This design comes from an exercise in tuning for small area, a short achievable clock period and few clock cycles on the open sky130 flow, not from production work.
The RTL was checked by simulation tests, not by an equivalence proof against the original design.

==> flow/design.v (outline; a module is shown in full before it is edited, if it fits) <==
// module CONVCOR: 729 lines
// module CONVCOR_fa: 6 lines
// module CONVCOR_ha: 6 lines
module CONVCOR(
        clk,
        rst_n,
        in_valid,
        in_a,
        in_b,
        in_mode,
        out_valid,
        out
);
  // ...
==> flow/flow/run.sh <==
#!/bin/bash
# Standard ORFS layout, with repair_timing aiming for extra setup slack so the
# layout is sized for a shorter period than the 12 ns constraint, plain
# buffers on the ports, larger clock sink clusters and no dummy clock loads.
set -euo pipefail
bash standard.sh SETUP_SLACK_MARGIN=8.65 \
  "BUFFER_PORTS_ARGS=-buffer_cell sky130_fd_sc_hd__buf_1" \
  "CTS_ARGS=-sink_clustering_enable -repair_clock_nets -dont_use_dummy_load -sink_clustering_size 24 -sink_clustering_max_diameter 150" \
  finish > flow_standard.log 2>&1
==> flow/standard.sh <==
#!/bin/bash
# synth_recipe.tcl (not shown) runs the flow's synth.tcl, then flattens the netlist and writes it again
# the make line also repeats each setting of config.mk as NAME=value (left out here)
make -C /OpenROAD-flow-scripts/flow DESIGN_CONFIG=/design/flow/config.mk WORK_HOME=/design/flow/orfs CLKGATE_MAP_FILE= SYNTH_SCRIPT=/design/flow/synth_recipe.tcl "${@:-finish}"
==> flow/config.mk <==
export PLATFORM = sky130hd
export DESIGN_NAME = CONVCOR
export DESIGN_NICKNAME = CONVCOR
export VERILOG_FILES = /design/flow/design.v
export SDC_FILE = /design/flow/constraint.sdc
export NUM_CORES = 4
export LEC_CHECK = 0
export CAP_MARGIN = 20
export CORE_MARGIN = 2
export CORE_UTILIZATION = 40
export SLEW_MARGIN = 20
export SYNTH_HIERARCHICAL = 1
==> flow/constraint.sdc <==
create_clock -name core_clock -period 12.0 [get_ports {clk}]
set_input_delay 2.4000 -clock core_clock [delete_from_list [all_inputs] [get_ports {clk}]]
set_output_delay 2.4000 -clock core_clock [all_outputs]
set_load 0.01 [all_outputs]
==> metrics.csv, run 1 <==
stage,metric,value,unit
clock_tree,setup bufs post-CTS,42,
clock_tree,TritonCTS clock tree,yes,
synth,most frequent cell after synthesis,sky130_fd_sc_hd__fa_1,
worst_setup_path,category of the critical setup timing path,flip-flop to output pin,
worst_setup_path,worst-path cell with the longest stage delay,sky130_fd_sc_hd__dfxtp_2,
worst_setup_path,data arrival time of the worst path,950,ps
clock_tree,H-tree levels,1,
routing,WL met3,1366,um
synth,Post-Synth Simple-Gate Area,0.1335,
placement,count of buffers inserted at the top-level ports,72,
clock_tree,clock sink total,235,
worst_hold_path,Hold Path Sink,acc2$_DFF_P_,
worst_setup_path,"Max FO, Critical Path",2,
clock_tree,number of clock buffers inserted by TritonCTS,13,
global_route,wire length of the first global-routing pass,51790,um
placement,Placement Setup Slack,8384,ps
outcome,run status,no timing/DRC/antenna violations,
synth,multiplexer fraction of the synthesized cell area,0.05991,
routing,detailed-route vias per instance,5.088,
synth,most area-hungry cell type in the Yosys netlist,sky130_fd_sc_hd__fa_1,
synth,post-synth cell types,55,
layout,"flip-flop count of the largest register, all copies and words added",36,
global_route,overflow left after global routing,0,
routing,via count,9473,
worst_setup_path,critical path buffer and inverter count,1,
clock_tree,clock-pin slew reported for the worst setup and hold paths after clock tree synthesis,90,ps
sta,max-slew violation total from the final report,0,
global_route,global-route track usage on met2,0.2960,
layout,Largest cell class,multi-input combinational cells,
layout,total non-filler cell area in the finished layout,16840,um^2
placement,sum of net half-perimeters after detailed placement,23320,um
sta,transition time of the tightest slew-check pin,849.7,ps
layout,share of layout cells above drive strength 1,0.1839,
layout,multi-input gate share of the layout cell area,0.5776,
worst_setup_path,cell depth of the worst flop-to-flop path,10,
synth,part of the Yosys area used for sequential elements,0.3264,
Testbench counts, summed over its fixed seeds: cycles 64,050.
==> run 2: changes to the inputs <==
--- a/flow/flow/run.sh
+++ b/flow/flow/run.sh
@@ -5,3 +5,3 @@
 set -euo pipefail
-bash standard.sh SETUP_SLACK_MARGIN=8.65 \
+bash standard.sh SETUP_SLACK_MARGIN=8.55 \
   "BUFFER_PORTS_ARGS=-buffer_cell sky130_fd_sc_hd__buf_1" \
==> run 2 against run 1 <==
  * Critical path depth stayed put
  * Via count is 1.7% lower
  * Still clean
  * Core utilization is 1.7 points lower
  * Register-to-register slack worse by 70 ps
  * Worst hold slack worse by 0.89 ps
  * Maximum frequency is 1.7% lower
  * Count of clock-buffer cells in the layout stayed put
  * First-iteration DRC count is 9.9% higher
  * Synthesized area stayed put
  * Worst setup slack worse by 58 ps
==> metrics.csv, run 2 <==
stage,metric,value,unit,change
outcome,run status,no timing/DRC/antenna violations,,unchanged
synth,most frequent cell after synthesis,sky130_fd_sc_hd__fa_1,,unchanged
routing,final routed wirelength across all metal layers,31250,um,was 31990 um
synth,post-synthesis sequential element count,235,,unchanged
layout,register containing the most flip-flops in the final layout,out,,unchanged
floorplanning,num rows,70,,unchanged
worst_setup_path,cell depth of the worst flop-to-flop path,6,,was 10
worst_setup_path,critical path buffer and inverter count,1,,unchanged
synth,part of the Yosys area used for sequential elements,0.3264,,unchanged
sta,min setup slack post-route,8589,ps,was 8647 ps
placement,final weighted congestion in routability-driven placement,0.8271,,was 0.8474
routing,via count,9309,,was 9473
synth,top-area cell type share of the netlist area,0.3217,,unchanged
worst_setup_path,startpoint of the most critical register-to-register path,xa[10]$_DFF_P_,,was ti_p1_2$_DFF_P_
floorplanning,overall die area,38890,um^2,unchanged
clock_tree,H-tree levels,1,,unchanged
sta,tightest slew margin relative to the limit,0.4373,,was 0.4322
clock_tree,clock tree root buffer cell,sky130_fd_sc_hd__clkbuf_16,,unchanged
global_route,combined global-route utilization of all metal layers,0.1665,,was 0.1692
routing,post-detailed-route DRC marker count,0,,unchanged
placement,Placement Setup Slack,8157,ps,was 8384 ps
worst_setup_path,endpoint of the worst setup timing path,out[19],,was out[17]
sta,transition time of the tightest slew-check pin,841.9,ps,was 849.7 ps
worst_setup_path,sort of element at the start of the critical path,flip-flop,,unchanged
worst_setup_path,slowest cell delay on critical path,350,ps,was 340 ps
global_route,largest net degree at the start of global routing,37,,unchanged
layout,area of the multi-input gates,9644,um^2,was 9728 um^2
floorplanning,Chip Height,197.2,um,unchanged
sta,number of hold violations in the final report,0,,unchanged
worst_hold_path,worst hold path cell count,0,,unchanged
clock_tree,clock sink total,235,,unchanged
routing,detailed-route vias per instance,5.090,,was 5.088
global_route,initial antenna violation count,3,,was 2
synth,post-synth cell types,55,,unchanged
clock_tree,number of buffers added to fix hold violations after cts,0,,unchanged
sta,TNS Setup,0,ps,unchanged
worst_setup_path,Levels on crit path,1,,unchanged
worst_setup_path,required time worst endpoint,9600,ps,about the same
global_route,vias in the first global route,9963,,was 10050
run,max-cap check violation count,0,,unchanged
worst_setup_path,critical path startpoint,out[19]$_DFF_P_,,was out[17]$_DFF_P_
layout,count of filler cells inserted in the layout,3486,,was 3362
synth,Post-synth top cells,"240 x sky130_fd_sc_hd__fa_1, 218 x sky130_fd_sc_hd__dfxtp_1, 206 x sky130_fd_sc_hd__nand2_1",,unchanged
floorplanning,Core Footprint,36700,um^2,unchanged
worst_setup_path,Critical Path Sink Type,output pin,,unchanged
floorplanning,Die Width,197.2,um,unchanged
routing,wire length per cell,17.09,um,was 17.18 um
layout,"flip-flop count of the largest register, all copies and words added",36,,unchanged
clock_tree,clock-pin slew reported for the worst setup and hold paths after clock tree synthesis,90,ps,about the same
worst_setup_path,"Max FO, Critical Path",2,,unchanged
synth,cell types occupying the most area after synthesis,"sky130_fd_sc_hd__fa_1 32%, sky130_fd_sc_hd__dfxtp_1 29%, sky130_fd_sc_hd__ha_1 5.2%",,unchanged
sta,Setup-failing EPs final,0,,unchanged
placement,"Cell Area, Placed",15610,um^2,was 15620 um^2
clock_tree,"Clk Latency, worst-skew pair",490,ps,was 500 ps
global_route,overflow left after global routing,0,,unchanged
layout,total non-filler cell area in the finished layout,16230,um^2,was 16840 um^2
routing,final antenna-violating net count,0,,unchanged
worst_setup_path,top cell family by delay on the critical path,flip-flops,,unchanged
sta,max-slew violation total from the final report,0,,unchanged
placement,sum of net half-perimeters after detailed placement,22880,um,was 23320 um
global_route,wire length of the first global-routing pass,51160,um,was 51790 um
clock_tree,buffer levels on the longest clock path,3,,unchanged
synth,number of enable flip-flop cells after synthesis,17,,unchanged
clock_tree,number of clock buffers inserted by TritonCTS,13,,unchanged
routing,initial drt markers,465,,was 423
routing,Pre-Repair DR Iteration Count,5,,unchanged
sta,setup repair after global routing missed its margin,yes,,unchanged
layout,most frequent cells in the layout,"240 x sky130_fd_sc_hd__fa_1, 206 x sky130_fd_sc_hd__nand2_1, 199 x sky130_fd_sc_hd__dfxtp_1, 65 x sky130_fd_sc_hd__and2_1, 64 x sky130_fd_sc_hd__mux2_2",,"was 236 x sky130_fd_sc_hd__fa_1, 206 x sky130_fd_sc_hd__nand2_1, 168 x sky130_fd_sc_hd__dfxtp_1, 65 x sky130_fd_sc_hd__and2_1, 64 x sky130_fd_sc_hd__mux2_2"
synth,share of synthesized flip-flops with an asynchronous set or reset,0,,unchanged
synth,nets in the synthesized netlist,1644,,unchanged
layout,"most common cell after layout, fill and taps aside",sky130_fd_sc_hd__fa_1,,unchanged
layout,share of layout cells above drive strength 1,0.1169,,was 0.1839
sta,minimum period implied by the final worst setup slack,3411,ps,was 3353 ps
layout,sequential cell area,4906,um^2,was 4965 um^2
clock_tree,TritonCTS clock tree,yes,,unchanged
sta,share of the clock period used by the worst path after layout,0.2842,,was 0.2794
synth,area of the mapped netlist,14930,um^2,unchanged
sta,Clock Skew,30.78,ps,was 43.24 ps
floorplanning,initial core utilization,0.4069,,unchanged
sta,maximum clock frequency,293.2,MHz,was 298.2 MHz
synth,syn avg cell area,11.43,um^2,unchanged
worst_setup_path,category of the critical setup timing path,flip-flop to output pin,,unchanged
synth,Synth warnings,7,,unchanged
worst_setup_path,worst-path cell with the longest stage delay,sky130_fd_sc_hd__dfxtp_1,,was sky130_fd_sc_hd__dfxtp_2
layout,net total in the final layout,1700,,was 1732
worst_setup_path,setup slack of the most critical reg-to-reg path,8610,ps,was 8680 ps
worst_setup_path,data arrival time of the worst path,1010,ps,was 950 ps
synth,leading register cell type out of synthesis,sky130_fd_sc_hd__dfxtp_1,,unchanged
layout,area growth from synthesis to layout,8.697,%,was 12.79%
placement,count of buffers inserted at the top-level ports,72,,unchanged
synth,most area-hungry cell type in the Yosys netlist,sky130_fd_sc_hd__fa_1,,unchanged
floorplanning,I/O pin cnt,73,,unchanged
worst_setup_path,cell chain of the critical path,buf_1,,was buf_6
worst_hold_path,class of the most critical hold timing path,flip-flop to flip-flop,,unchanged
synth,Synth Instances,1306,,unchanged
worst_setup_path,endpoint of the worst-slack reg-to-reg timing path,tr_p9_1$_DFF_P_,,was out[16]$_DFF_P_
-- run 2: cell count changes in the layout (fill, tap and decap cells not counted), sizes merged --
cell | previous run | this run
clkbuf | 14 | 22
diode | 2 | 1
buf | 134 | 94
-- run 2: final cells by class --
class / count / area share
clock buffer: 13 / 0.02004
sequential: 235 / 0.3022
tap: 468 / 0.03607
antenna: 1 / 0.0001542
inverter: 54 / 0.01249
timing repair buffer: 103 / 0.03484
multi-input combinational: 955 / 0.5942
-- run 2: how the worst min path moves through the flow --
stage	start	end	slack, ps
CTS	acc$_SDFF_PP0_	acc2$_DFF_P_	340
floorplan	acc$_SDFF_PP0_	acc2$_DFF_P_	310
global placement	acc$_SDFF_PP0_	acc2$_DFF_P_	310
global route	acc$_SDFF_PP0_	acc2$_DFF_P_	350
detailed placement	acc$_SDFF_PP0_	acc2$_DFF_P_	320
finish	acc$_SDFF_PP0_	acc2$_DFF_P_	330
-- run 2: metal layers --
layer	part of all wire	GRT usage
met5	0.00096	0
met4	0.014	0.02813
met3	0.052	0.02424
met2	0.50	0.2924
met1	0.44	0.2216
-- run 2: per-stage QoR --
| step | cells | util | hold slack [ps] |
|---|---|---|---|
| 2_1_floorplan | 1306 | - | 309.6 |
| 3_3_place_gp | 1792 | 0.4253 | 311.1 |
| 3_5_place_dp | 1792 | 0.4253 | 316.8 |
| 4_1_cts | 1822 | 0.4390 | 335.7 |
| 5_1_grt | 1828 | 0.4422 | 348.3 |
| 6_report | 1829 | 0.4423 | 331.4 |
-- run 2: kinds of logic (layout without fill, tap and decap cells) --
family / after synthesis / after routing / synth area share
simple gates: 411 / 411 / 0.1335
fa+ha+maj: 302 / 302 / 0.3737
flops: 235 / 235 / 0.3264
compound gates: 123 / 123 / 0.05371
buf+inv: 116 / 170 / 0.03050
mux: 81 / 81 / 0.05991
xor+xnor: 38 / 38 / 0.02229
other cells: 0 / 1 / 0
-- run 2: per-module statistics from Yosys, one instance, submodules excluded --
module / times used / flip-flops and latches / cell area [um^2]
CONVCOR_fa: 238 / 0 / 20.02
CONVCOR: 1 / 235 / 10120
CONVCOR_ha: 4 / 0 / 12.51
-- run 2: what timing repair did --
action / in CTS / in global routing
buffers inserted: 17 / 6
gates resized for setup: 20 / 25
pin swaps: 1 / 3
endpoints found under the setup margin: 20 / 24
==> run 3: changes to the inputs <==
--- a/flow/flow/run.sh
+++ b/flow/flow/run.sh
@@ -5,3 +5,3 @@
 set -euo pipefail
-bash standard.sh SETUP_SLACK_MARGIN=8.55 \
+bash standard.sh SETUP_SLACK_MARGIN=8.6 \
   "BUFFER_PORTS_ARGS=-buffer_cell sky130_fd_sc_hd__buf_1" \
==> run 3 against run 2 <==
  * Synthesized cell count is the same
  * Final cell count grew 0.16%
  * Core utilization grew 0.24 points
  * Maximum frequency grew 1.1%
  * Critical endpoint is now out[17]$_DFF_P_
  * Largest cell class unchanged
  * Routed wire length grew 1.4%
==> metrics.csv, run 3 <==
stage,metric,value,unit,change
outcome,run status,no timing/DRC/antenna violations,,unchanged
clock_tree,TritonCTS clock tree,yes,,unchanged
synth,most area-hungry cell type in the Yosys netlist,sky130_fd_sc_hd__fa_1,,unchanged
placement,Placement Setup Slack,8381,ps,was 8157 ps
routing,Pre-Repair DR Iteration Count,5,,unchanged
worst_setup_path,worst-path cell with the longest stage delay,sky130_fd_sc_hd__fa_1,,was sky130_fd_sc_hd__dfxtp_1
worst_hold_path,class of the most critical hold timing path,flip-flop to flip-flop,,unchanged
layout,net total in the final layout,1703,,was 1700
clock_tree,number of buffers added to fix hold violations after cts,0,,unchanged
sta,number of hold violations in the final report,0,,unchanged
worst_setup_path,Crit path top cell by count,sky130_fd_sc_hd__fa_1,,
synth,post-synthesis sequential element count,235,,unchanged
routing,via count,9331,,was 9309
placement,sum of net half-perimeters after detailed placement,23470,um,was 22880 um
floorplanning,I/O pin cnt,73,,unchanged
sta,transition time of the tightest slew-check pin,816.1,ps,was 841.9 ps
sta,setup repair after global routing missed its margin,yes,,unchanged
floorplanning,initial core utilization,0.4069,,unchanged
sta,Setup-failing EPs final,0,,unchanged
layout,most frequent cells in the layout,"240 x sky130_fd_sc_hd__fa_1, 206 x sky130_fd_sc_hd__nand2_1, 184 x sky130_fd_sc_hd__dfxtp_1, 65 x sky130_fd_sc_hd__and2_1, 64 x sky130_fd_sc_hd__mux2_2",,"was 240 x sky130_fd_sc_hd__fa_1, 206 x sky130_fd_sc_hd__nand2_1, 199 x sky130_fd_sc_hd__dfxtp_1, 65 x sky130_fd_sc_hd__and2_1, 64 x sky130_fd_sc_hd__mux2_2"
global_route,initial antenna violation count,3,,unchanged
global_route,routing layer with the top usage in global route,met2,,unchanged
synth,Post-synth top cells,"240 x sky130_fd_sc_hd__fa_1, 218 x sky130_fd_sc_hd__dfxtp_1, 206 x sky130_fd_sc_hd__nand2_1",,unchanged
routing,initial drt markers,428,,was 465
placement,"Cell Area, Placed",15620,um^2,was 15610 um^2
global_route,wire length of the first global-routing pass,51860,um,was 51160 um
floorplanning,num rows,70,,unchanged
routing,final antenna-violating net count,0,,unchanged
sta,min setup slack post-route,8627,ps,was 8589 ps
worst_setup_path,sort of element at the start of the critical path,flip-flop,,unchanged
synth,leading register cell type out of synthesis,sky130_fd_sc_hd__dfxtp_1,,unchanged
worst_setup_path,top cell family by delay on the critical path,adder cells,,was flip-flops
synth,top-area cell type share of the netlist area,0.3217,,unchanged
synth,cell types occupying the most area after synthesis,"sky130_fd_sc_hd__fa_1 32%, sky130_fd_sc_hd__dfxtp_1 29%, sky130_fd_sc_hd__ha_1 5.2%",,unchanged
clock_tree,clock tree root buffer cell,sky130_fd_sc_hd__clkbuf_16,,unchanged
floorplanning,Die Width,197.2,um,unchanged
synth,syn avg cell area,11.43,um^2,unchanged
routing,final routed wirelength across all metal layers,31680,um,was 31250 um
worst_setup_path,Critical Path Sink Type,flip-flop,,was output pin
synth,area of the mapped netlist,14930,um^2,unchanged
worst_setup_path,"Max FO, Critical Path",5,,was 2
layout,register containing the most flip-flops in the final layout,out,,unchanged
layout,share of layout cells above drive strength 1,0.1475,,was 0.1169
worst_setup_path,critical path buffer and inverter count,0,,was 1
sta,TNS Setup,0,ps,unchanged
floorplanning,Chip Height,197.2,um,unchanged
worst_setup_path,data arrival time of the worst path,3800,ps,was 1010 ps
sta,tightest slew margin relative to the limit,0.4546,,was 0.4373
sta,minimum period implied by the final worst setup slack,3373,ps,was 3411 ps
placement,count of buffers inserted at the top-level ports,72,,unchanged
clock_tree,clock sink total,235,,unchanged
synth,share of synthesized flip-flops with an asynchronous set or reset,0,,unchanged
global_route,overflow left after global routing,0,,unchanged
synth,Synth Instances,1306,,unchanged
synth,most frequent cell after synthesis,sky130_fd_sc_hd__fa_1,,unchanged
sta,Hold Slack,330.8,ps,was 331.4 ps
global_route,met1 Resource Use GR,0.2233,,was 0.2216
clock_tree,"Clk Latency, worst-skew pair",490,ps,about the same
clock_tree,number of clock buffers inserted by TritonCTS,13,,unchanged
global_route,met3 track demand over resource,0.02595,,was 0.02424
layout,area growth from synthesis to layout,9.284,%,was 8.697%
layout,"most common cell after layout, fill and taps aside",sky130_fd_sc_hd__fa_1,,unchanged
worst_setup_path,category of the critical setup timing path,flip-flop to flip-flop,,was flip-flop to output pin
sta,share of the clock period used by the worst path after layout,0.2811,,was 0.2842
routing,post-detailed-route DRC marker count,0,,unchanged
synth,Synth warnings,7,,unchanged
worst_setup_path,cell chain of the critical path,fa_1 -> fa_1 -> ha_2 -> a21o_1 -> a21oi_2 -> a31oi_1 -> a311o_2 -> or4_1 -> nand3_1,,was buf_1
global_route,largest net degree at the start of global routing,37,,unchanged
global_route,vias in the first global route,10020,,was 9963
sta,Clock Skew,34.25,ps,was 30.78 ps
global_route,combined global-route utilization of all metal layers,0.1691,,was 0.1665
sta,max-slew violation total from the final report,0,,unchanged
synth,nets in the synthesized netlist,1644,,unchanged
floorplanning,Core Footprint,36700,um^2,unchanged
routing,detailed-route vias per instance,5.093,,was 5.090
clock_tree,H-tree levels,1,,unchanged
clock_tree,buffer levels on the longest clock path,3,,unchanged
worst_setup_path,slowest cell delay on critical path,540,ps,was 350 ps
worst_setup_path,required time worst endpoint,12430,ps,was 9600 ps
synth,number of enable flip-flop cells after synthesis,17,,unchanged
layout,total non-filler cell area in the finished layout,16320,um^2,was 16230 um^2
synth,part of the Yosys area used for sequential elements,0.3264,,unchanged
global_route,global-route track usage on met2,0.2985,,was 0.2924
layout,"flip-flop count of the largest register, all copies and words added",36,,unchanged
routing,wire length per cell,17.29,um,was 17.09 um
run,max-cap check violation count,0,,unchanged
worst_setup_path,setup slack of the most critical reg-to-reg path,8630,ps,was 8610 ps
floorplanning,overall die area,38890,um^2,unchanged
clock_tree,clock-pin slew reported for the worst setup and hold paths after clock tree synthesis,90,ps,about the same
placement,final weighted congestion in routability-driven placement,0.8448,,was 0.8271
sta,maximum clock frequency,296.5,MHz,was 293.2 MHz
synth,post-synth cell types,55,,unchanged
-- run 3: cell counts after synthesis --
Identical to the previous run, type by type.
-- run 3: path summary, 6_finish.rpt --
check | to | depth (start not counted) | startpoint
setup reg to reg | out[17]$_DFF_P_ | 9 | ti_p3_0$_DFF_P_
setup / recovery | out[17]$_DFF_P_ | 9 | ti_p3_0$_DFF_P_
hold / removal | acc2$_DFF_P_ | 0 | acc$_SDFF_PP0_
hold reg to reg | acc2$_DFF_P_ | 0 | acc$_SDFF_PP0_
-- run 3: timing repair --
action / 4_1_cts / 5_1_grt
resized for setup: 58 / 29
pin swaps: 2 / 3
setup endpoints to repair: 46 / 30
setup buffers: 18 / 7
-- run 3: metrics by stage --
step	std cells	utilization
after CTS	1824	0.4406
after global routing	1831	0.4446
after detailed placement	1793	0.4257
after global placement	1793	0.4257
after floorplan	1306	-
final	1832	0.4447
-- run 3: kinds of logic after synthesis --
group	Yosys count	synth area share
buffers and inverters	116	0.03050
xor gates and xnor gates	38	0.02229
adders and majority gates	302	0.3737
AOI/OAI and AO/OA	123	0.05371
and+or+nand+nor	411	0.1335
DFF	235	0.3264
muxes	81	0.05991
-- run 3: metal layers --
layer,routed length (um),part of all wire,vias up
met1,13800,0.44,4781
met3,1615,0.051,32
li1,-,-,4316
met2,15730,0.50,198
met5,23,0.00073,-
met4,506,0.016,4
-- run 3: per-module statistics from Yosys (local to each module, per instance) --
module,flip-flops and latches,cells
CONVCOR_fa,0,1
CONVCOR,235,1064
CONVCOR_ha,0,1
-- run 3: layout make-up --
type                       instances  area, um^2
fill                            3425       20380
inverter                          54       202.7
timing repair buffer             106       601.8
tap                              468       585.6
sequential                       235        4922
multi-input combinational        955        9679
clock buffer                      13       325.3
antenna                            1       2.502
-- run 3: worst reg2reg max path, stage by stage, from the launching register on --
cell and delay [ps]:
sky130_fd_sc_hd__dfxtp_1 330, sky130_fd_sc_hd__fa_1 520, sky130_fd_sc_hd__fa_1 540, sky130_fd_sc_hd__ha_2 310
sky130_fd_sc_hd__a21o_1 200, sky130_fd_sc_hd__a21oi_2 170, sky130_fd_sc_hd__a31oi_1 190, sky130_fd_sc_hd__a311o_2 500
sky130_fd_sc_hd__or4_1 510, sky130_fd_sc_hd__nand3_1 90
==> run 4: changes to the inputs <==
==> flow/flow/run.sh (replaced) <==
#!/bin/bash
set -euo pipefail
knobs=(
  SETUP_SLACK_MARGIN=8.6
  "BUFFER_PORTS_ARGS=-buffer_cell sky130_fd_sc_hd__buf_1"
  "CTS_ARGS=-sink_clustering_enable -repair_clock_nets -dont_use_dummy_load -sink_clustering_size 24 -sink_clustering_max_diameter 150"
)
for stage in synth floorplan place cts route finish; do
  bash standard.sh "${knobs[@]}" "$stage" > "log_${stage}.log" 2>&1
done
--- a/flow/config.mk
+++ b/flow/config.mk
@@ -9,3 +9,3 @@
 export CORE_MARGIN = 2
-export CORE_UTILIZATION = 40
+export CORE_UTILIZATION = 65
 export SLEW_MARGIN = 20
==> run 4 against run 3 <==
  * Highest routed layer is now met4
  * Via count grew 0.62%
  * Design area shrank 1.7%
  * Worst setup slack lost 3.4 ps
  * Critical path depth shrank 8
  * Synthesized area stayed put
  * Non-clock buffer count is 3 lower
  * Sequential share of layout area rose by 0.51 points
  * Clock skew is 4.1 ps lower
==> metrics.csv, run 4 <==
stage,metric,value,unit,change
sta,TNS Setup,0,ps,unchanged
sta,Hold Slack,331.0,ps,was 330.8 ps
placement,sum of net half-perimeters after detailed placement,21600,um,was 23470 um
clock_tree,TritonCTS clock tree,yes,,unchanged
worst_setup_path,Critical Path Sink Type,output pin,,was flip-flop
sta,share of the clock period used by the worst path after layout,0.2814,,was 0.2811
worst_setup_path,cell chain of the critical path,buf_2,,was fa_1 -> fa_1 -> ha_2 -> a21o_1 -> a21oi_2 -> a31oi_1 -> a311o_2 -> or4_1 -> nand3_1
synth,Synth warnings,7,,unchanged
synth,cell types occupying the most area after synthesis,"sky130_fd_sc_hd__fa_1 32%, sky130_fd_sc_hd__dfxtp_1 29%, sky130_fd_sc_hd__ha_1 5.2%",,unchanged
placement,count of buffers inserted at the top-level ports,72,,unchanged
sta,tightest slew margin relative to the limit,0.3777,,was 0.4546
synth,Synth Instances,1306,,unchanged
floorplanning,Core Footprint,22570,um^2,was 36700 um^2
clock_tree,clock-pin slew reported for the worst setup and hold paths after clock tree synthesis,100,ps,was 90 ps
worst_setup_path,top cell family by delay on the critical path,flip-flops,,was adder cells
clock_tree,clock sink total,235,,unchanged
routing,detailed-route vias per instance,5.708,,was 5.093
worst_setup_path,data arrival time of the worst path,980,ps,was 3800 ps
sta,maximum clock frequency,296.2,MHz,was 296.5 MHz
routing,Pre-Repair DR Iteration Count,5,,unchanged
worst_setup_path,required time worst endpoint,9600,ps,was 12430 ps
layout,area growth from synthesis to layout,7.382,%,was 9.284%
clock_tree,number of clock buffers inserted by TritonCTS,13,,unchanged
layout,register containing the most flip-flops in the final layout,out,,unchanged
synth,syn avg cell area,11.43,um^2,unchanged
global_route,initial antenna violation count,0,,was 3
layout,"most common cell after layout, fill and taps aside",sky130_fd_sc_hd__fa_1,,unchanged
worst_setup_path,slowest cell delay on critical path,360,ps,was 540 ps
sta,minimum period implied by the final worst setup slack,3377,ps,was 3373 ps
synth,share of synthesized flip-flops with an asynchronous set or reset,0,,unchanged
synth,top-area cell type share of the netlist area,0.3217,,unchanged
worst_setup_path,"Max FO, Critical Path",3,,was 5
clock_tree,number of buffers added to fix hold violations after cts,0,,unchanged
synth,nets in the synthesized netlist,1644,,unchanged
layout,share of layout cells above drive strength 1,0.1441,,was 0.1475
floorplanning,Chip Height,155.6,um,was 197.2 um
worst_setup_path,worst-path cell with the longest stage delay,sky130_fd_sc_hd__dfxtp_2,,was sky130_fd_sc_hd__fa_1
synth,most area-hungry cell type in the Yosys netlist,sky130_fd_sc_hd__fa_1,,unchanged
routing,wire length per cell,18.34,um,was 17.29 um
sta,Setup-failing EPs final,0,,unchanged
floorplanning,Die Width,155.6,um,was 197.2 um
layout,net total in the final layout,1700,,was 1703
floorplanning,I/O pin cnt,73,,unchanged
routing,post-detailed-route DRC marker count,0,,unchanged
global_route,overflow left after global routing,0,,unchanged
sta,Clock Skew,30.11,ps,was 34.25 ps
global_route,met1 Resource Use GR,0.3479,,was 0.2233
synth,number of enable flip-flop cells after synthesis,17,,unchanged
worst_setup_path,critical path buffer and inverter count,1,,was 0
worst_hold_path,class of the most critical hold timing path,flip-flop to flip-flop,,unchanged
clock_tree,H-tree levels,1,,unchanged
routing,final antenna-violating net count,0,,unchanged
floorplanning,overall die area,24200,um^2,was 38890 um^2
synth,most frequent cell after synthesis,sky130_fd_sc_hd__fa_1,,unchanged
global_route,routing layer with the top usage in global route,met2,,unchanged
global_route,global-route track usage on met2,0.4541,,was 0.2985
worst_setup_path,sort of element at the start of the critical path,flip-flop,,unchanged
global_route,combined global-route utilization of all metal layers,0.2599,,was 0.1691
synth,part of the Yosys area used for sequential elements,0.3264,,unchanged
routing,final routed wirelength across all metal layers,30160,um,was 31680 um
sta,max-slew violation total from the final report,0,,unchanged
global_route,largest net degree at the start of global routing,37,,unchanged
sta,transition time of the tightest slew-check pin,931.3,ps,was 816.1 ps
clock_tree,"Clk Latency, worst-skew pair",490,ps,about the same
layout,"flip-flop count of the largest register, all copies and words added",36,,unchanged
placement,final weighted congestion in routability-driven placement,0.8296,,was 0.8448
synth,Post-synth top cells,"240 x sky130_fd_sc_hd__fa_1, 218 x sky130_fd_sc_hd__dfxtp_1, 206 x sky130_fd_sc_hd__nand2_1",,unchanged
floorplanning,initial core utilization,0.6616,,was 0.4069
synth,leading register cell type out of synthesis,sky130_fd_sc_hd__dfxtp_1,,unchanged
sta,setup repair after global routing missed its margin,yes,,unchanged
clock_tree,clock tree root buffer cell,sky130_fd_sc_hd__clkbuf_16,,unchanged
routing,initial drt markers,647,,was 428
global_route,wire length of the first global-routing pass,49180,um,was 51860 um
global_route,met3 track demand over resource,0.03583,,was 0.02595
routing,via count,9389,,was 9331
worst_setup_path,category of the critical setup timing path,flip-flop to output pin,,was flip-flop to flip-flop
synth,post-synth cell types,55,,unchanged
run,max-cap check violation count,0,,unchanged
global_route,vias in the first global route,9899,,was 10020
synth,post-synthesis sequential element count,235,,unchanged
clock_tree,buffer levels on the longest clock path,3,,unchanged
sta,number of hold violations in the final report,0,,unchanged
floorplanning,num rows,55,,was 70
outcome,run status,no timing/DRC/antenna violations,,unchanged
layout,most frequent cells in the layout,"240 x sky130_fd_sc_hd__fa_1, 206 x sky130_fd_sc_hd__nand2_1, 187 x sky130_fd_sc_hd__dfxtp_1, 64 x sky130_fd_sc_hd__mux2_2, 63 x sky130_fd_sc_hd__and2_1",,"was 240 x sky130_fd_sc_hd__fa_1, 206 x sky130_fd_sc_hd__nand2_1, 184 x sky130_fd_sc_hd__dfxtp_1, 65 x sky130_fd_sc_hd__and2_1, 64 x sky130_fd_sc_hd__mux2_2"
synth,area of the mapped netlist,14930,um^2,unchanged
layout,Diodes inserted,0,,was 1
-- run 4: cell counts after synthesis --
No cell type changed its count.
-- run 4: cell families after synthesis --
| logic type | after synthesis | synth area share |
|---|---|---|
| and+or+nand+nor | 411 | 0.1335 |
| adders and majority gates | 302 | 0.3737 |
| DFF | 235 | 0.3264 |
| AOI/OAI and AO/OA | 123 | 0.05371 |
| buffers and inverters | 116 | 0.03050 |
| muxes | 81 | 0.05991 |
| xor gates and xnor gates | 38 | 0.02229 |
-- run 4: what timing repair did --
action / 4_1_cts / 5_1_grt
gates resized for setup: 35 / 45
setup buffers: 16 / 8
cloned: 0 / 0
endpoints found under the setup margin: 32 / 44
pin swaps: 0 / 6
-- run 4: path summary, 6_finish.rpt --
path	endpoint	from	cells past startpoint	slack (ps)
worst max-delay path	out[34]	out[34]$_DFF_P_	1	8620
worst min-delay path	acc2$_DFF_P_	acc$_SDFF_PP0_	0	330
worst max register to register	tr_p9_1$_DFF_P_	xb[15]$_DFFE_PP_	6	8680
worst min register to register	acc2$_DFF_P_	acc$_SDFF_PP0_	0	330
-- run 4: cell type report --
class	count	area, um^2
fillers	1700	6536
multi-input cells	955	9666
clock buffers	13	325.3
inverters	54	202.7
well taps	285	356.6
flip-flops and latches	235	4918
repair buffers	103	566.8
-- run 4: metal layers --
metal	up-vias	wire length [um]
met4	0	635
met2	276	15250
met5	-	0
li1	4299	-
met1	4768	12540
met3	46	1732
-- run 4: through the flow --
| stage | std cells | cell area (um^2) | setup slack [ps] | util |
|---|---|---|---|---|
| 2_1_floorplan | 1306 | 14940 | 8608 | - |
| 3_3_place_gp | 1608 | 15380 | 8465 | 0.6813 |
| 3_5_place_dp | 1608 | 15380 | 8407 | 0.6813 |
| 4_1_cts | 1637 | 15870 | 8594 | 0.7031 |
| 5_1_grt | 1645 | 16040 | 8543 | 0.7104 |
| 6_report | 1645 | 16040 | 8623 | 0.7104 |
-- run 4: modules after synthesis, one instance, submodules excluded --
module | times used | cells inside | flops+latches | cell area [um^2]
CONVCOR | 1 | 1064 | 235 | 10120
CONVCOR_ha | 4 | 1 | 0 | 12.51
CONVCOR_fa | 238 | 1 | 0 | 20.02
==> run 5: changes to the inputs <==
--- a/flow/config.mk
+++ b/flow/config.mk
@@ -9,3 +9,3 @@
 export CORE_MARGIN = 2
-export CORE_UTILIZATION = 65
+export CORE_UTILIZATION = 75
 export SLEW_MARGIN = 20
==> run 5 against run 4 <==
  * Via count grew 2.6%
  * Design area is essentially flat
  * Synthesized cell count is the same
==> metrics.csv, run 5 <==
stage,metric,value,unit,change
layout,area of the multi-input gates,9678,um^2,was 9666 um^2
worst_setup_path,cell chain of the critical path,buf_2,,unchanged
floorplanning,Chip Height,145.1,um,was 155.6 um
sta,maximum clock frequency,296.6,MHz,was 296.2 MHz
synth,post-synth cell types,55,,unchanged
worst_setup_path,"Max FO, Critical Path",2,,was 3
layout,most frequent cells in the layout,"236 x sky130_fd_sc_hd__fa_1, 206 x sky130_fd_sc_hd__nand2_1, 194 x sky130_fd_sc_hd__dfxtp_1, 64 x sky130_fd_sc_hd__and2_1, 64 x sky130_fd_sc_hd__mux2_2",,"was 240 x sky130_fd_sc_hd__fa_1, 206 x sky130_fd_sc_hd__nand2_1, 187 x sky130_fd_sc_hd__dfxtp_1, 64 x sky130_fd_sc_hd__mux2_2, 63 x sky130_fd_sc_hd__and2_1"
sta,number of hold violations in the final report,0,,unchanged
clock_tree,clock sink total,235,,unchanged
worst_setup_path,data arrival time of the worst path,970,ps,was 980 ps
clock_tree,clock tree root buffer cell,sky130_fd_sc_hd__clkbuf_16,,unchanged
worst_setup_path,required time worst endpoint,9600,ps,about the same
sta,setup repair after global routing missed its margin,yes,,unchanged
placement,Placement Setup Slack,8424,ps,was 8407 ps
synth,top-area cell type share of the netlist area,0.3217,,unchanged
synth,nets in the synthesized netlist,1644,,unchanged
synth,Synth Instances,1306,,unchanged
clock_tree,number of clock buffers inserted by TritonCTS,13,,unchanged
layout,share of layout cells above drive strength 1,0.1351,,was 0.1441
worst_setup_path,Critical Path Sink Type,output pin,,unchanged
sta,TNS Setup,0,ps,unchanged
layout,area growth from synthesis to layout,7.281,%,was 7.382%
worst_setup_path,cell depth of the worst flop-to-flop path,6,,unchanged
synth,Post-synth top cells,"240 x sky130_fd_sc_hd__fa_1, 218 x sky130_fd_sc_hd__dfxtp_1, 206 x sky130_fd_sc_hd__nand2_1",,unchanged
synth,post-synthesis sequential element count,235,,unchanged
synth,syn avg cell area,11.43,um^2,unchanged
routing,post-detailed-route DRC marker count,0,,unchanged
clock_tree,"Clk Latency, worst-skew pair",500,ps,was 490 ps
routing,final routed wirelength across all metal layers,31000,um,was 30160 um
layout,Diodes inserted,0,,unchanged
clock_tree,buffer levels on the longest clock path,3,,unchanged
layout,net total in the final layout,1702,,was 1700
worst_setup_path,top cell family by delay on the critical path,flip-flops,,unchanged
global_route,vias in the first global route,10380,,was 9899
routing,via count,9635,,was 9389
sta,min setup slack post-route,8628,ps,was 8623 ps
worst_setup_path,endpoint of the worst-slack reg-to-reg timing path,ti_p9_1$_DFF_P_,,was tr_p9_1$_DFF_P_
sta,transition time of the tightest slew-check pin,810.0,ps,was 931.3 ps
synth,most area-hungry cell type in the Yosys netlist,sky130_fd_sc_hd__fa_1,,unchanged
global_route,overflow left after global routing,0,,unchanged
layout,sequential cell area,4917,um^2,was 4918 um^2
sta,Clock Skew,48.51,ps,was 30.11 ps
clock_tree,clock-pin slew reported for the worst setup and hold paths after clock tree synthesis,90,ps,was 100 ps
worst_setup_path,worst-path cell with the longest stage delay,sky130_fd_sc_hd__dfxtp_2,,unchanged
routing,wire length per cell,19.05,um,was 18.34 um
floorplanning,num rows,51,,was 55
layout,register containing the most flip-flops in the final layout,out,,unchanged
synth,part of the Yosys area used for sequential elements,0.3264,,unchanged
synth,leading register cell type out of synthesis,sky130_fd_sc_hd__dfxtp_1,,unchanged
layout,count of filler cells inserted in the layout,1176,,was 1700
worst_setup_path,category of the critical setup timing path,flip-flop to output pin,,unchanged
placement,sum of net half-perimeters after detailed placement,21880,um,was 21600 um
worst_setup_path,critical path buffer and inverter count,1,,unchanged
worst_setup_path,critical path startpoint,out[33]$_DFF_P_,,was out[34]$_DFF_P_
floorplanning,Core Footprint,19530,um^2,was 22570 um^2
global_route,initial antenna violation count,0,,unchanged
synth,Synth warnings,7,,unchanged
sta,share of the clock period used by the worst path after layout,0.2810,,was 0.2814
synth,most frequent cell after synthesis,sky130_fd_sc_hd__fa_1,,unchanged
placement,count of buffers inserted at the top-level ports,72,,unchanged
synth,cell types occupying the most area after synthesis,"sky130_fd_sc_hd__fa_1 32%, sky130_fd_sc_hd__dfxtp_1 29%, sky130_fd_sc_hd__ha_1 5.2%",,unchanged
layout,"most common cell after layout, fill and taps aside",sky130_fd_sc_hd__fa_1,,unchanged
layout,fraction of the core area covered by cells at the end of the flow,0.8205,,was 0.7104
worst_setup_path,slowest cell delay on critical path,350,ps,was 360 ps
sta,minimum period implied by the final worst setup slack,3372,ps,was 3377 ps
layout,"flip-flop count of the largest register, all copies and words added",36,,unchanged
worst_hold_path,worst hold path cell count,0,,unchanged
floorplanning,overall die area,21060,um^2,was 24200 um^2
placement,final weighted congestion in routability-driven placement,0.8641,,was 0.8296
sta,tightest slew margin relative to the limit,0.4587,,was 0.3777
floorplanning,initial core utilization,0.7648,,was 0.6616
worst_hold_path,Hold Path Sink,acc2$_DFF_P_,,unchanged
worst_setup_path,setup slack of the most critical reg-to-reg path,8630,ps,was 8680 ps
outcome,run status,no timing/DRC/antenna violations,,unchanged
synth,number of enable flip-flop cells after synthesis,17,,unchanged
worst_setup_path,startpoint of the most critical register-to-register path,xa[6]$_DFF_P_,,was xb[15]$_DFFE_PP_
routing,Pre-Repair DR Iteration Count,5,,unchanged
run,max-cap check violation count,0,,unchanged
clock_tree,TritonCTS clock tree,yes,,unchanged
floorplanning,I/O pin cnt,73,,unchanged
routing,initial drt markers,580,,was 647
placement,"Cell Area, Placed",15360,um^2,was 15380 um^2
sta,max-slew violation total from the final report,0,,unchanged
synth,area of the mapped netlist,14930,um^2,unchanged
layout,total non-filler cell area in the finished layout,16020,um^2,was 16040 um^2
synth,share of synthesized flip-flops with an asynchronous set or reset,0,,unchanged
worst_hold_path,startpoint of the worst hold path,acc$_SDFF_PP0_,,unchanged
clock_tree,H-tree levels,1,,unchanged
worst_hold_path,class of the most critical hold timing path,flip-flop to flip-flop,,unchanged
global_route,wire length of the first global-routing pass,51070,um,was 49180 um
sta,Setup-failing EPs final,0,,unchanged
global_route,combined global-route utilization of all metal layers,0.3049,,was 0.2599
global_route,largest net degree at the start of global routing,37,,unchanged
floorplanning,Die Width,145.1,um,was 155.6 um
routing,detailed-route vias per instance,5.922,,was 5.708
routing,final antenna-violating net count,0,,unchanged
worst_setup_path,sort of element at the start of the critical path,flip-flop,,unchanged
[run 5: cell counts after synthesis]
No cell type changed its count.
[run 5: layout make-up]
type / instances / area share
Sequential cell: 235 / 0.3069
Clock buffer: 13 / 0.02031
Inverter: 54 / 0.01265
Multi-Input combinational cell: 955 / 0.6041
Tap cell: 265 / 0.02070
Timing Repair Buffer: 105 / 0.03530
[run 5: cell families (layout without fill, tap and decap cells)]
kind of cell / after synthesis / after routing / share of synthesized area
AO/OA/AOI/OAI: 123 / 123 / 0.05371
XOR/XNOR: 38 / 38 / 0.02229
adder cells (fa/ha/maj): 302 / 302 / 0.3737
buffers and inverters: 116 / 172 / 0.03050
flip-flops: 235 / 235 / 0.3264
multiplexers: 81 / 81 / 0.05991
AND/OR/NAND/NOR: 411 / 411 / 0.1335
[run 5: Yosys stat by module (local to each module, per instance)]
module | times used | cells inside | cell area [um^2]
CONVCOR_ha | 4 | 1 | 12.51
CONVCOR | 1 | 1064 | 10120
CONVCOR_fa | 238 | 1 | 20.02
[run 5: how the worst max path moves through the flow]
stage                           end  slack (ps)  depth (start not counted)
global route        out[16]$_DFF_P_        8550                          9
global placement    tr_p9_1$_DFF_P_        8470                          6
CTS                         out[13]        8600                          1
finish                      out[33]        8630                          1
floorplan           ti_p9_1$_DFF_P_        8610                          8
detailed placement  tr_p9_1$_DFF_P_        8420                          6
[run 5: timing repair]
action,in CTS,in global routing
hold buffers,0,0
endpoints found under the setup margin,23,36
pin swaps,1,10
gates resized for setup,25,49
setup buffers,23,2
[run 5: per-layer routing]
layer / up-vias / share of wire / GRT usage
met2: 361 / 0.51 / 0.5314
li1: 4310 / - / -
met5: - / 0 / 0
met3: 77 / 0.063 / 0.05314
met4: 0 / 0.034 / 0.09853
met1: 4887 / 0.39 / 0.3927
[run 5: metrics by stage]
step | instances | hold WS [ps]
6_report | 1627 | 328.8
5_1_grt | 1627 | 338.5
4_1_cts | 1625 | 331.5
3_5_place_dp | 1589 | 313.8
3_3_place_gp | 1589 | 310.3
2_1_floorplan | 1306 | 309.6
==> run 6: changes to the inputs <==
--- a/flow/config.mk
+++ b/flow/config.mk
@@ -9,3 +9,3 @@
 export CORE_MARGIN = 2
-export CORE_UTILIZATION = 75
+export CORE_UTILIZATION = 40
 export SLEW_MARGIN = 20
==> run 6 against run 5 <==
  * Core utilization decreased by 38 points
  * Worst setup slack worse by 1.6 ps
  * Still clean
  * Die area rose by 85%
  * Flip-flop and latch count unchanged
  * Clock skew fell by 14 ps
  * Highest routed layer is now met5
  * Non-clock buffer count grew 1
  * First-iteration DRC count is 26% lower
  * Maximum frequency about the same
  * Critical path type is now flip-flop to flip-flop
  * Via count shrank 3.2%
  * Largest cell class unchanged
==> metrics.csv, run 6 <==
stage,metric,value,unit,change
routing,final routed wirelength across all metal layers,31680,um,was 31000 um
floorplanning,initial core utilization,0.4069,,was 0.7648
global_route,met1 Resource Use GR,0.2233,,was 0.3927
clock_tree,number of buffers added to fix hold violations after cts,0,,unchanged
worst_setup_path,sort of element at the start of the critical path,flip-flop,,unchanged
global_route,vias in the first global route,10020,,was 10380
layout,"flip-flop count of the largest register, all copies and words added",36,,unchanged
floorplanning,num rows,70,,was 51
sta,transition time of the tightest slew-check pin,816.1,ps,was 810.0 ps
synth,share of synthesized flip-flops with an asynchronous set or reset,0,,unchanged
worst_setup_path,slowest cell delay on critical path,540,ps,was 350 ps
routing,final antenna-violating net count,0,,unchanged
worst_setup_path,Crit path top cell by count,sky130_fd_sc_hd__fa_1,,
clock_tree,clock tree root buffer cell,sky130_fd_sc_hd__clkbuf_16,,unchanged
sta,Clock Skew,34.25,ps,was 48.51 ps
synth,post-synth cell types,55,,unchanged
worst_setup_path,"Max FO, Critical Path",5,,was 2
sta,share of the clock period used by the worst path after layout,0.2811,,was 0.2810
global_route,routing layer with the top usage in global route,met2,,unchanged
global_route,wire length of the first global-routing pass,51860,um,was 51070 um
global_route,overflow left after global routing,0,,unchanged
worst_setup_path,required time worst endpoint,12430,ps,was 9600 ps
clock_tree,clock-pin slew reported for the worst setup and hold paths after clock tree synthesis,90,ps,about the same
floorplanning,Chip Height,197.2,um,was 145.1 um
synth,cell types occupying the most area after synthesis,"sky130_fd_sc_hd__fa_1 32%, sky130_fd_sc_hd__dfxtp_1 29%, sky130_fd_sc_hd__ha_1 5.2%",,unchanged
global_route,largest net degree at the start of global routing,37,,unchanged
routing,detailed-route vias per instance,5.093,,was 5.922
run,max-cap check violation count,0,,unchanged
sta,TNS Setup,0,ps,unchanged
layout,register containing the most flip-flops in the final layout,out,,unchanged
global_route,initial antenna violation count,3,,was 0
clock_tree,TritonCTS clock tree,yes,,unchanged
clock_tree,H-tree levels,1,,unchanged
sta,max-slew violation total from the final report,0,,unchanged
floorplanning,overall die area,38890,um^2,was 21060 um^2
global_route,global-route track usage on met2,0.2985,,was 0.5314
layout,area growth from synthesis to layout,9.284,%,was 7.281%
synth,most area-hungry cell type in the Yosys netlist,sky130_fd_sc_hd__fa_1,,unchanged
sta,setup repair after global routing missed its margin,yes,,unchanged
synth,syn avg cell area,11.43,um^2,unchanged
sta,maximum clock frequency,296.5,MHz,was 296.6 MHz
layout,most frequent cells in the layout,"240 x sky130_fd_sc_hd__fa_1, 206 x sky130_fd_sc_hd__nand2_1, 184 x sky130_fd_sc_hd__dfxtp_1, 65 x sky130_fd_sc_hd__and2_1, 64 x sky130_fd_sc_hd__mux2_2",,"was 236 x sky130_fd_sc_hd__fa_1, 206 x sky130_fd_sc_hd__nand2_1, 194 x sky130_fd_sc_hd__dfxtp_1, 64 x sky130_fd_sc_hd__and2_1, 64 x sky130_fd_sc_hd__mux2_2"
worst_setup_path,category of the critical setup timing path,flip-flop to flip-flop,,was flip-flop to output pin
routing,wire length per cell,17.29,um,was 19.05 um
layout,share of layout cells above drive strength 1,0.1475,,was 0.1351
global_route,met3 track demand over resource,0.02595,,was 0.05314
worst_setup_path,data arrival time of the worst path,3800,ps,was 970 ps
synth,leading register cell type out of synthesis,sky130_fd_sc_hd__dfxtp_1,,unchanged
clock_tree,"Clk Latency, worst-skew pair",490,ps,was 500 ps
synth,number of enable flip-flop cells after synthesis,17,,unchanged
sta,number of hold violations in the final report,0,,unchanged
synth,post-synthesis sequential element count,235,,unchanged
placement,number of placed instances with taps included,1793,,was 1589
floorplanning,Core Footprint,36700,um^2,was 19530 um^2
synth,area of the mapped netlist,14930,um^2,unchanged
layout,net total in the final layout,1703,,was 1702
routing,Pre-Repair DR Iteration Count,5,,unchanged
routing,via count,9331,,was 9635
clock_tree,buffer levels on the longest clock path,3,,unchanged
floorplanning,Die Width,197.2,um,was 145.1 um
layout,fraction of the core area covered by cells at the end of the flow,0.4447,,was 0.8205
synth,Post-synth top cells,"240 x sky130_fd_sc_hd__fa_1, 218 x sky130_fd_sc_hd__dfxtp_1, 206 x sky130_fd_sc_hd__nand2_1",,unchanged
worst_setup_path,cell chain of the critical path,fa_1 -> fa_1 -> ha_2 -> a21o_1 -> a21oi_2 -> a31oi_1 -> a311o_2 -> or4_1 -> nand3_1,,was buf_2
outcome,run status,no timing/DRC/antenna violations,,unchanged
synth,top-area cell type share of the netlist area,0.3217,,unchanged
clock_tree,number of clock buffers inserted by TritonCTS,13,,unchanged
synth,part of the Yosys area used for sequential elements,0.3264,,unchanged
layout,count of non-filler cells in the finished layout,1832,,was 1627
synth,Synth warnings,7,,unchanged
worst_hold_path,class of the most critical hold timing path,flip-flop to flip-flop,,unchanged
synth,most frequent cell after synthesis,sky130_fd_sc_hd__fa_1,,unchanged
routing,initial drt markers,428,,was 580
sta,minimum period implied by the final worst setup slack,3373,ps,was 3372 ps
synth,nets in the synthesized netlist,1644,,unchanged
sta,tightest slew margin relative to the limit,0.4546,,was 0.4587
routing,post-detailed-route DRC marker count,0,,unchanged
worst_setup_path,worst-path cell with the longest stage delay,sky130_fd_sc_hd__fa_1,,was sky130_fd_sc_hd__dfxtp_2
layout,"most common cell after layout, fill and taps aside",sky130_fd_sc_hd__fa_1,,unchanged
placement,sum of net half-perimeters after detailed placement,23470,um,was 21880 um
global_route,combined global-route utilization of all metal layers,0.1691,,was 0.3049
sta,Setup-failing EPs final,0,,unchanged
floorplanning,I/O pin cnt,73,,unchanged
placement,count of buffers inserted at the top-level ports,72,,unchanged
placement,final weighted congestion in routability-driven placement,0.8448,,was 0.8641
worst_setup_path,Critical Path Sink Type,flip-flop,,was output pin
clock_tree,clock sink total,235,,unchanged
synth,Synth Instances,1306,,unchanged
## run 6: cell counts after synthesis
No cell type changed its count.
## run 6: repair_timing
item / CTS / global route
pin swaps: 2 / 3
setup endpoints to repair: 46 / 30
buffers inserted: 18 / 7
resized for setup: 58 / 29
## run 6: per-layer routing
| metal | wire length [um] | vias up |
|---|---|---|
| li1 | - | 4316 |
| met1 | 13800 | 4781 |
| met2 | 15730 | 198 |
| met3 | 1615 | 32 |
| met4 | 506 | 4 |
| met5 | 23 | - |
## run 6: worst paths after layout
path                                   endpoint       startpoint  cells past startpoint  slack, ps
worst max-delay path            out[17]$_DFF_P_  ti_p3_0$_DFF_P_                      9       8630
worst min-delay path               acc2$_DFF_P_   acc$_SDFF_PP0_                      0        330
worst max register to register  out[17]$_DFF_P_  ti_p3_0$_DFF_P_                      9       8630
worst min register to register     acc2$_DFF_P_   acc$_SDFF_PP0_                      0        330
## run 6: cells by family after synthesis
kind of cell               after synthesis  share of synthesized area
and+or+nand+nor                        411                     0.1335
adders and majority gates              302                     0.3737
DFF                                    235                     0.3264
AOI/OAI and AO/OA                      123                    0.05371
buffers and inverters                  116                    0.03050
muxes                                   81                    0.05991
xor gates and xnor gates                38                    0.02229
## run 6: per-module statistics from Yosys, one instance, submodules excluded
module,flip-flops and latches,copies in the design,cells,area (um^2)
CONVCOR_ha,0,4,1,12.51
CONVCOR,235,1,1064,10120
CONVCOR_fa,0,238,1,20.02
## run 6: worst max-delay path: cells and delay by family, from the launching register on
family          cells  cell delay [ps]
fa+ha+maj           3             1370
flops               1              330
simple gates        2              600
compound gates      4             1060
## run 6: final cells by class
| cell class | instances | area (um^2) |
|---|---|---|
| Fill cell | 3425 | 20380 |
| Multi-Input combinational cell | 955 | 9679 |
| Sequential cell | 235 | 4922 |
| Timing Repair Buffer | 106 | 601.8 |
| Tap cell | 468 | 585.6 |
| Clock buffer | 13 | 325.3 |
| Inverter | 54 | 202.7 |
| Antenna cell | 1 | 2.502 |
## run 6: per-stage QoR
stage                     setup slack, ps  hold slack [ps]  area, um^2
final                                8627            330.8       16320
after global routing                 8534            350.0       16320
after CTS                            8600            332.0       16170
after detailed placement             8381            312.1       15620
after global placement               8406            315.6       15620
after floorplan                      8608            309.6       14940
==> run 7: changes to the inputs <==
--- a/flow/config.mk
+++ b/flow/config.mk
@@ -9,3 +9,3 @@
 export CORE_MARGIN = 2
-export CORE_UTILIZATION = 40
+export CORE_UTILIZATION = 55
 export SLEW_MARGIN = 20
==> run 7 against run 6 <==
  * Critical path depth down 8
  * Routed wire length down 3.0%
  * Maximum frequency up 0.16%
  * Synthesized area unchanged
  * Worst hold slack worse by 2.2 ps
==> metrics.csv, run 7 <==
stage,metric,value,unit,change
worst_hold_path,worst hold path cell count,0,,unchanged
clock_tree,clock sink total,235,,unchanged
placement,sum of net half-perimeters after detailed placement,22470,um,was 23470 um
sta,tightest slew margin relative to the limit,0.4357,,was 0.4546
synth,part of the Yosys area used for sequential elements,0.3264,,unchanged
layout,net total in the final layout,1702,,was 1703
floorplanning,num rows,60,,was 70
worst_setup_path,critical path buffer and inverter count,1,,was 0
layout,share of layout cells above drive strength 1,0.1439,,was 0.1475
synth,area of the mapped netlist,14930,um^2,unchanged
worst_setup_path,top cell family by delay on the critical path,flip-flops,,was adder cells
sta,transition time of the tightest slew-check pin,844.4,ps,was 816.1 ps
routing,initial drt markers,458,,was 428
synth,post-synthesis sequential element count,235,,unchanged
worst_setup_path,category of the critical setup timing path,flip-flop to output pin,,was flip-flop to flip-flop
global_route,initial antenna violation count,0,,was 3
sta,share of the clock period used by the worst path after layout,0.2806,,was 0.2811
worst_setup_path,sort of element at the start of the critical path,flip-flop,,unchanged
global_route,wire length of the first global-routing pass,49700,um,was 51860 um
placement,Placement Setup Slack,8352,ps,was 8381 ps
clock_tree,TritonCTS clock tree,yes,,unchanged
layout,area growth from synthesis to layout,8.119,%,was 9.284%
global_route,vias in the first global route,9663,,was 10020
routing,via count,9173,,was 9331
clock_tree,number of buffers added to fix hold violations after cts,0,,unchanged
synth,most frequent cell after synthesis,sky130_fd_sc_hd__fa_1,,unchanged
worst_setup_path,cell chain of the critical path,clkbuf_2,,was fa_1 -> fa_1 -> ha_2 -> a21o_1 -> a21oi_2 -> a31oi_1 -> a311o_2 -> or4_1 -> nand3_1
worst_setup_path,worst-path cell with the longest stage delay,sky130_fd_sc_hd__dfxtp_1,,was sky130_fd_sc_hd__fa_1
routing,post-detailed-route DRC marker count,0,,unchanged
floorplanning,overall die area,28490,um^2,was 38890 um^2
sta,Clock Skew,37.23,ps,was 34.25 ps
floorplanning,Chip Height,168.8,um,was 197.2 um
routing,wire length per cell,18.04,um,was 17.29 um
routing,Pre-Repair DR Iteration Count,5,,unchanged
sta,minimum period implied by the final worst setup slack,3368,ps,was 3373 ps
synth,cell types occupying the most area after synthesis,"sky130_fd_sc_hd__fa_1 32%, sky130_fd_sc_hd__dfxtp_1 29%, sky130_fd_sc_hd__ha_1 5.2%",,unchanged
global_route,combined global-route utilization of all metal layers,0.2227,,was 0.1691
sta,number of hold violations in the final report,0,,unchanged
worst_setup_path,critical path startpoint,out[23]$_DFF_P_,,was ti_p3_0$_DFF_P_
layout,area of the multi-input gates,9704,um^2,was 9679 um^2
routing,detailed-route vias per instance,5.386,,was 5.093
clock_tree,clock tree root buffer cell,sky130_fd_sc_hd__clkbuf_16,,unchanged
clock_tree,"Clk Latency, worst-skew pair",490,ps,about the same
synth,Synth warnings,7,,unchanged
worst_setup_path,"Max FO, Critical Path",2,,was 5
synth,Post-synth top cells,"240 x sky130_fd_sc_hd__fa_1, 218 x sky130_fd_sc_hd__dfxtp_1, 206 x sky130_fd_sc_hd__nand2_1",,unchanged
worst_setup_path,startpoint of the most critical register-to-register path,xb[15]$_DFFE_PP_,,was ti_p3_0$_DFF_P_
worst_hold_path,startpoint of the worst hold path,acc$_SDFF_PP0_,,unchanged
sta,maximum clock frequency,296.9,MHz,was 296.5 MHz
synth,share of synthesized flip-flops with an asynchronous set or reset,0,,unchanged
synth,top-area cell type share of the netlist area,0.3217,,unchanged
worst_setup_path,Critical Path Sink Type,output pin,,was flip-flop
floorplanning,I/O pin cnt,73,,unchanged
sta,Setup-failing EPs final,0,,unchanged
layout,count of filler cells inserted in the layout,2285,,was 3425
layout,"most common cell after layout, fill and taps aside",sky130_fd_sc_hd__fa_1,,unchanged
placement,count of buffers inserted at the top-level ports,72,,unchanged
synth,Synth Instances,1306,,unchanged
worst_setup_path,slowest cell delay on critical path,360,ps,was 540 ps
layout,"flip-flop count of the largest register, all copies and words added",36,,unchanged
run,max-cap check violation count,0,,unchanged
floorplanning,Core Footprint,26800,um^2,was 36700 um^2
worst_setup_path,cell depth of the worst flop-to-flop path,7,,was 9
synth,syn avg cell area,11.43,um^2,unchanged
outcome,run status,no timing/DRC/antenna violations,,unchanged
synth,leading register cell type out of synthesis,sky130_fd_sc_hd__dfxtp_1,,unchanged
layout,sequential cell area,4907,um^2,was 4922 um^2
sta,TNS Setup,0,ps,unchanged
clock_tree,H-tree levels,1,,unchanged
worst_setup_path,setup slack of the most critical reg-to-reg path,8660,ps,was 8630 ps
layout,most frequent cells in the layout,"233 x sky130_fd_sc_hd__fa_1, 206 x sky130_fd_sc_hd__nand2_1, 194 x sky130_fd_sc_hd__dfxtp_1, 64 x sky130_fd_sc_hd__mux2_2, 63 x sky130_fd_sc_hd__and2_1",,"was 240 x sky130_fd_sc_hd__fa_1, 206 x sky130_fd_sc_hd__nand2_1, 184 x sky130_fd_sc_hd__dfxtp_1, 65 x sky130_fd_sc_hd__and2_1, 64 x sky130_fd_sc_hd__mux2_2"
worst_hold_path,class of the most critical hold timing path,flip-flop to flip-flop,,unchanged
clock_tree,clock-pin slew reported for the worst setup and hold paths after clock tree synthesis,100,ps,was 90 ps
sta,min setup slack post-route,8632,ps,was 8627 ps
worst_hold_path,Hold Path Sink,acc2$_DFF_P_,,unchanged
floorplanning,initial core utilization,0.5572,,was 0.4069
synth,nets in the synthesized netlist,1644,,unchanged
synth,number of enable flip-flop cells after synthesis,17,,unchanged
floorplanning,Die Width,168.8,um,was 197.2 um
global_route,overflow left after global routing,0,,unchanged
synth,most area-hungry cell type in the Yosys netlist,sky130_fd_sc_hd__fa_1,,unchanged
routing,final antenna-violating net count,0,,unchanged
clock_tree,number of clock buffers inserted by TritonCTS,13,,unchanged
routing,final routed wirelength across all metal layers,30720,um,was 31680 um
worst_setup_path,data arrival time of the worst path,970,ps,was 3800 ps
layout,Diodes inserted,0,,was 1
synth,post-synth cell types,55,,unchanged
sta,setup repair after global routing missed its margin,yes,,unchanged
layout,register containing the most flip-flops in the final layout,out,,unchanged
clock_tree,buffer levels on the longest clock path,3,,unchanged
global_route,largest net degree at the start of global routing,37,,unchanged
worst_setup_path,endpoint of the worst-slack reg-to-reg timing path,tr_p8_1$_DFF_P_,,was out[17]$_DFF_P_
sta,max-slew violation total from the final report,0,,unchanged
worst_setup_path,required time worst endpoint,9600,ps,was 12430 ps
placement,final weighted congestion in routability-driven placement,0.8050,,was 0.8448
==> run 7: per-module statistics from Yosys (local to each module, per instance) <==
| module | copies in the design | cells |
|---|---|---|
| CONVCOR | 1 | 1064 |
| CONVCOR_fa | 238 | 1 |
| CONVCOR_ha | 4 | 1 |
==> run 7: how the worst max path moves through the flow <==
stage / to / slack, ps / depth (start not counted)
floorplan: ti_p9_1$_DFF_P_ / 8610 / 8
global placement: ti_p9_1$_DFF_P_ / 8440 / 6
detailed placement: ti_p9_1$_DFF_P_ / 8350 / 6
CTS: ti_p9_1$_DFF_P_ / 8550 / 6
global route: out[16]$_DFF_P_ / 8580 / 9
finish: out[23] / 8630 / 1
==> run 7: timing repair <==
action                                  4_1_cts  5_1_grt
endpoints found under the setup margin       33       30
pin swaps                                     2       15
cloned                                        0        0
setup buffers                                18        5
gates resized for setup                      39       42
==> run 7: cells by family after synthesis <==
logic type	after synthesis	share of synthesized area
mux	81	0.05991
xor+xnor	38	0.02229
simple gates	411	0.1335
flops	235	0.3264
buf+inv	116	0.03050
compound gates	123	0.05371
fa+ha+maj	302	0.3737
==> run 7: cell type report <==
| cell class | instances | share of cell area |
|---|---|---|
| tap | 341 | 0.02643 |
| clock buffer | 13 | 0.02015 |
| timing repair buffer | 105 | 0.03588 |
| multi-input combinational | 955 | 0.6011 |
| inverter | 54 | 0.01255 |
| sequential | 235 | 0.3039 |
==> run 7: per-layer routing <==
| layer | global-route usage | part of all wire |
|---|---|---|
| met1 | 0.3072 | 0.45 |
| met2 | 0.3931 | 0.50 |
| met3 | 0.02104 | 0.035 |
| met4 | 0.03373 | 0.013 |
| met5 | 0 | 0 |
==> run 7: metrics by stage <==
stage	hold slack (ps)	utilization	cell area (um^2)	std cells
floorplan	309.6	-	14940	1306
global placement	310.7	0.5773	15470	1667
detailed placement	313.2	0.5773	15470	1667
CTS	332.5	0.5970	16000	1698
global route	336.7	0.6024	16150	1703
finish	328.7	0.6024	16150	1703

==> port drivers added, routing unchanged <==
The results above use ideal ports. As a check the final layouts listed here were re-extracted and re-timed, cells and wires unchanged.
Step 1: set_driving_cell puts a clkbuf_16 on clk and a buf_2 on each other input, an assumption about the parent block.
Step 2 times the ports against the registers' clock, not the clock port: input delays grow and output delays shrink by t, the midpoint of the rising clock arrivals with the driver on.
a / b / c = no drivers / after step 1 / after step 2; a / b = the first two.
run	t, ns	setup WS [ns]	pins driven straight from the clock port
run 1	0.524	8.647 / 8.599 / 8.470	1
run 2	0.528	8.589 / 8.540 / 8.209	1
run 3	0.522	8.627 / 8.581 / 8.459	1
run 4	0.528	8.623 / 8.572 / 8.460	1
run 5	0.522	8.628 / 8.579 / 8.486	1
run 6	0.522	8.627 / 8.581 / 8.459	1
run 7	0.524	8.632 / 8.581 / 8.443	1
After both steps setup and hold are still met in every run listed. For run 2, which loses most, drivers alone change the setup slack by -0.049 ns; drivers and shift together by -0.380 ns.
